This design comes from an exercise in tuning for small area on the open sky130 flow, not from production work.
The RTL was checked by simulation tests, not by an equivalence proof against the original design.

==> v7: inputs <==
Design cfar_detector, start of the top module:
module cfar_detector #(
    parameter DATA_WIDTH = 16,
    parameter GUARD_CELLS = 4,
    parameter REFERENCE_CELLS = 16
)(
    input wire clk,
    input wire rst_n,
    input wire enable,
    input wire [DATA_WIDTH-1:0] data_in,
    input wire data_valid,
    input wire [15:0] threshold_scale,
    output reg [15:0] detected_range,
    output reg [15:0] detected_velocity,
    output reg target_detected
);
export LEC_CHECK = 0
export CAP_MARGIN = 20
export CORE_MARGIN = 2
export CORE_UTILIZATION = 60
export SLEW_MARGIN = 20
create_clock -name core_clock -period 10.0 [get_ports {clk}]
standard.sh (not shown) runs the stock make flow with config.mk's settings and CLKGATE_MAP_FILE= SYNTH_SCRIPT=/design/flow/synth_recipe.tcl, a recipe that flattens the netlist after the stock synthesis.
==> flow/flow/run.sh <==
#!/bin/bash
# Standard ORFS layout with these changes:
#  - after the standard synthesis, flow/fapol.py chooses the polarity of each full
#    adder (a full adder is self-dual) and of simple gates so that fewer inverters
#    are needed; registers and ports are left as the synthesis made them;
#  - input/output port buffers use the smallest buffer cell;
#  - clock tree synthesis uses clkbuf_8 without dummy loads.
set -euo pipefail
export BUFFER_PORTS_ARGS="-buffer_cell sky130_fd_sc_hd__buf_1"
export CTS_ARGS="-sink_clustering_enable -repair_clock_nets -dont_use_dummy_load -buf_list sky130_fd_sc_hd__clkbuf_8 -sink_clustering_size 18 -sink_clustering_max_diameter 60"
R=orfs/results/${FLOW_PLATFORM}/cfar_detector/base
LIB=${FLOW_HOME}/platforms/${FLOW_PLATFORM}/lib/sky130_fd_sc_hd__tt_025C_1v80.lib
bash standard.sh synth > synth_make.log 2>&1
cp $R/1_2_yosys.v $R/1_2_yosys_standard.v
python3 flow/fapol.py $R/1_2_yosys_standard.v $R/1_2_yosys.v $LIB > fapol.log 2>&1
rm -f $R/1_synth.odb $R/1_synth.sdc
bash standard.sh finish > standard_make.log 2>&1
Other scripts of this flow, unchanged in this note and not shown: flow/flow/fapol.py
==> v5: changes against v7 <==
--- a/flow/design.v
+++ b/flow/design.v
@@ -27,20 +27,21 @@
             dly[i] <= dly[i-1];
     end
 end
 wire [5:0] c6 = cnt[5:0];
 wire v16 = warm | (c6 >= 6'd16);
 wire v21 = warm | (c6 >= 6'd21);
 wire v25 = warm | (c6 >= 6'd25);
 wire v41 = warm | (c6 >= 6'd41);
-wire [15:0] t16 = dly[16] & {16{v16}};
-wire [15:0] t25 = dly[25] & {16{v25}};
-wire [15:0] t41 = dly[41] & {16{v41}};
-wire [20:0] rsum_next = rsum + data_in - t16 + t25 - t41;
+wire [15:0] t0  = data_in & {16{acc}};
+wire [15:0] t16 = dly[16] & {16{v16 & acc}};
+wire [15:0] t25 = dly[25] & {16{v25 & acc}};
+wire [15:0] t41 = dly[41] & {16{v41 & acc}};
+wire [20:0] rsum_next = rsum + t0 - t16 + t25 - t41;
 wire [15:0] mean = rsum[20:5];
 wire [15:0] scale = threshold_scale;
 wire [15:0] cut_n = ~dly[21];
 reg hi;
 always @(*) begin
     hi = 1'b0;
     for (i = 1; i < 16; i = i + 1)
         hi = hi | (scale[i] & (|(mean >> (16 - i))));
@@ -311,27 +312,31 @@
 wire ms257 = mc244 ^ mc246 ^ mc248;
 wire ms258 = mc250 ^ ms257 ^ mc252;
 wire ms259 = mc254 ^ ms258 ^ mc256;
 wire [17:0] mra = {ms259, ms255, ms241, ms211, ms183, ms157, ms133, ms111, ms91, ms73, ms57, ms43, ms31, ms21, ms13, ms7, mc2, ms1};
 wire [17:0] mrb = {1'b0, 1'b0, 1'b0, 1'b0, 1'b0, 1'b0, 1'b0, 1'b0, 1'b0, 1'b0, 1'b0, 1'b0, 1'b0, 1'b0, 1'b0, 1'b0, ms3, 1'b0};
 wire [17:0] w = mra + mrb;
 wire det_next = v21 & ~hi & ~w[17] & ~w[16];
 always @(posedge clk or negedge rst_n) begin
-    if (!rst_n) begin
+    if (!rst_n)
         rsum <= 0;
+    else
+        rsum <= rsum_next;
+end
+always @(posedge clk or negedge rst_n) begin
+    if (!rst_n) begin
         cnt <= 0;
         warm <= 0;
         p1 <= 0;
         p2 <= 0;
         target_detected <= 0;
         detected_range <= 0;
         detected_velocity <= 0;
     end else if (acc) begin
-        rsum <= rsum_next;
         cnt <= cnt + 1'b1;
         if (&c6)
             warm <= 1'b1;
         p1 <= det_next;
         p2 <= p1;
         target_detected <= p2;
         if (p2) begin
             detected_range <= {6'd0, cnt[9:0]};
==> flow/flow/run.sh (replaced) <==
#!/bin/bash
# Standard ORFS layout with these changes:
#  - after the standard synthesis, flow/fapol.py chooses the polarity of each full
#    adder (a full adder is self-dual) and of simple gates so that fewer inverters
#    are needed; registers and ports are left as the synthesis made them;
#  - input/output port buffers use the smallest buffer cell;
#  - one tie cell drives all constant-0 outputs;
#  - clock tree synthesis uses clkbuf_8 without dummy loads.
set -euo pipefail
export SKIP_REPAIR_TIE_FANOUT=1
export BUFFER_PORTS_ARGS="-buffer_cell sky130_fd_sc_hd__buf_1"
export CTS_ARGS="-sink_clustering_enable -repair_clock_nets -dont_use_dummy_load -buf_list {sky130_fd_sc_hd__clkbuf_8 sky130_fd_sc_hd__clkbuf_16} -sink_clustering_size 24 -sink_clustering_max_diameter 70"
R=orfs/results/${FLOW_PLATFORM}/cfar_detector/base
LIB=${FLOW_HOME}/platforms/${FLOW_PLATFORM}/lib/sky130_fd_sc_hd__tt_025C_1v80.lib
bash standard.sh synth > synth_make.log 2>&1
cp $R/1_2_yosys.v $R/1_2_yosys_standard.v
python3 flow/fapol.py $R/1_2_yosys_standard.v $R/1_2_yosys.v $LIB > fapol.log 2>&1
rm -f $R/1_synth.odb $R/1_synth.sdc
bash standard.sh finish > standard_make.log 2>&1
CORE_UTILIZATION = 70   (was 60)
==> v30: changes against v7 <==
--- a/flow/design.v
+++ b/flow/design.v
@@ -27,20 +27,21 @@
             dly[i] <= dly[i-1];
     end
 end
 wire [5:0] c6 = cnt[5:0];
 wire v16 = warm | (c6 >= 6'd16);
 wire v21 = warm | (c6 >= 6'd21);
 wire v25 = warm | (c6 >= 6'd25);
 wire v41 = warm | (c6 >= 6'd41);
-wire [15:0] t16 = dly[16] & {16{v16}};
-wire [15:0] t25 = dly[25] & {16{v25}};
-wire [15:0] t41 = dly[41] & {16{v41}};
-wire [20:0] rsum_next = rsum + data_in - t16 + t25 - t41;
+wire [15:0] t0  = data_in & {16{acc}};
+wire [15:0] t16 = dly[16] & {16{v16 & acc}};
+wire [15:0] t25 = dly[25] & {16{v25 & acc}};
+wire [15:0] t41 = dly[41] & {16{v41 & acc}};
+wire [20:0] rsum_next = rsum + t0 - t16 + t25 - t41;
 wire [15:0] mean = rsum[20:5];
 wire [15:0] scale = threshold_scale;
 wire [15:0] cut_n = ~dly[21];
 reg hi;
 always @(*) begin
     hi = 1'b0;
     for (i = 1; i < 16; i = i + 1)
         hi = hi | (scale[i] & (|(mean >> (16 - i))));
@@ -311,27 +312,31 @@
 wire ms257 = mc244 ^ mc246 ^ mc248;
 wire ms258 = mc250 ^ ms257 ^ mc252;
 wire ms259 = mc254 ^ ms258 ^ mc256;
 wire [17:0] mra = {ms259, ms255, ms241, ms211, ms183, ms157, ms133, ms111, ms91, ms73, ms57, ms43, ms31, ms21, ms13, ms7, mc2, ms1};
 wire [17:0] mrb = {1'b0, 1'b0, 1'b0, 1'b0, 1'b0, 1'b0, 1'b0, 1'b0, 1'b0, 1'b0, 1'b0, 1'b0, 1'b0, 1'b0, 1'b0, 1'b0, ms3, 1'b0};
 wire [17:0] w = mra + mrb;
 wire det_next = v21 & ~hi & ~w[17] & ~w[16];
 always @(posedge clk or negedge rst_n) begin
-    if (!rst_n) begin
+    if (!rst_n)
         rsum <= 0;
+    else
+        rsum <= rsum_next;
+end
+always @(posedge clk or negedge rst_n) begin
+    if (!rst_n) begin
         cnt <= 0;
         warm <= 0;
         p1 <= 0;
         p2 <= 0;
         target_detected <= 0;
         detected_range <= 0;
         detected_velocity <= 0;
     end else if (acc) begin
-        rsum <= rsum_next;
         cnt <= cnt + 1'b1;
         if (&c6)
             warm <= 1'b1;
         p1 <= det_next;
         p2 <= p1;
         target_detected <= p2;
         if (p2) begin
             detected_range <= {6'd0, cnt[9:0]};
==> flow/flow/run.sh (replaced) <==
#!/bin/bash
# Standard ORFS layout with these changes:
#  - after the standard synthesis, flow/fapol.py chooses the polarity of each full
#    adder (a full adder is self-dual) and of simple gates so that fewer inverters
#    are needed; registers and ports are left as the synthesis made them;
#  - input/output port buffers use the smallest buffer cell;
#  - one tie cell drives all constant-0 outputs;
#  - clock tree synthesis uses clkbuf_8 without dummy loads.
set -euo pipefail
export SKIP_REPAIR_TIE_FANOUT=1
export BUFFER_PORTS_ARGS="-buffer_cell sky130_fd_sc_hd__buf_1"
export CTS_ARGS="-sink_clustering_enable -repair_clock_nets -dont_use_dummy_load -buf_list sky130_fd_sc_hd__clkbuf_8 -sink_clustering_size 18 -sink_clustering_max_diameter 60"
R=orfs/results/${FLOW_PLATFORM}/cfar_detector/base
LIB=${FLOW_HOME}/platforms/${FLOW_PLATFORM}/lib/sky130_fd_sc_hd__tt_025C_1v80.lib
bash standard.sh synth > synth_make.log 2>&1
cp $R/1_2_yosys.v $R/1_2_yosys_standard.v
python3 flow/fapol.py $R/1_2_yosys_standard.v $R/1_2_yosys.v $LIB > fapol.log 2>&1
rm -f $R/1_synth.odb $R/1_synth.sdc
bash standard.sh finish > standard_make.log 2>&1
CORE_UTILIZATION = 70   (was 60)
==> qor.csv <==
stage,metric,value,unit
clocking,worst skew pair latency,0.58,ns
timing,worst rel slew slack,0.306,
layout,Clock-cell share,0.0315,
drt,Routed wire per std cell,23.6,um
clocking,CTS root buf,clkbuf_16,
die,Tap Cells,518,
layout,post-layout util,0.760,
global_routing,antenna violations before repair,4,
placement,gpl congestion,0.885,
layout,area of the multi-input gates,0.00624,mm^2
status,outcome,no timing/DRC/antenna violations,
timing,Period minus WS final,9.24,ns
global_routing,"Most Used Layer, Global Route",met2,
placement,DP Worst Slack,0.221,ns
die,die height,202,um
(the above is from v5)
==> qor.csv <==
stage,metric,value,unit
global_routing,"Most Used Layer, Global Route",met1,
clocking,CTS root buf,clkbuf_8,
layout,Clock-cell share,0.0222,
status,outcome,no timing/DRC/antenna violations,
die,die height,202,um
global_routing,antenna violations before repair,1,
die,Tap Cells,518,
timing,Period minus WS final,9.16,ns
drt,Routed wire per std cell,22.2,um
timing,worst rel slew slack,0.324,
(the above is from v30)
==> qor.csv <==
stage,metric,value,unit
status,outcome,no timing/DRC/antenna violations,
layout,Clock-cell share,0.0229,
clocking,worst skew pair latency,0.67,ns
drt,drt pass-1 iters,6,
clocking,CTS root buf,clkbuf_8,
layout,post-layout util,0.646,
drt,met1 WL,20800,um
drt,Routed wire per std cell,21.3,um
layout,area of the multi-input gates,0.00633,mm^2
global_routing,antenna violations before repair,3,
global_routing,"Most Used Layer, Global Route",met1,
placement,DP Worst Slack,0.310,ns
die,die height,219,um
placement,gpl congestion,0.841,
(the above is from v7)

## re-timing with driven ports
No port has a modelled driver above. Below, the same layouts with a new extraction and two added sets of constraints. Step 1: set_driving_cell puts a clkbuf_16 on clk and a buf_2 on each other input, an assumption about the parent block. Step 2, shift: input delay + t, output delay - t, t = (earliest + latest rising clock arrival at the registers) / 2. This alone moves slack from input paths to output paths. a / b / c = ideal ports / drivers / drivers and shift; a / b = the first two.
run | t, ns | setup slack, ns | worst register clock-pin slew, ns
v7 | 0.695 | 1.002 / 1.033 / 0.338 | 0.11 / 0.11
v5 | 0.595 | 0.760 / 0.791 / 0.196 | 0.09 / 0.09
v30 | 0.653 | 0.845 / 0.871 / 0.217 | 0.11 / 0.11
After both steps every run listed still meets setup and hold. For v7, which loses most, drivers alone change the setup slack by +0.031 ns; drivers and shift together by -0.664 ns.
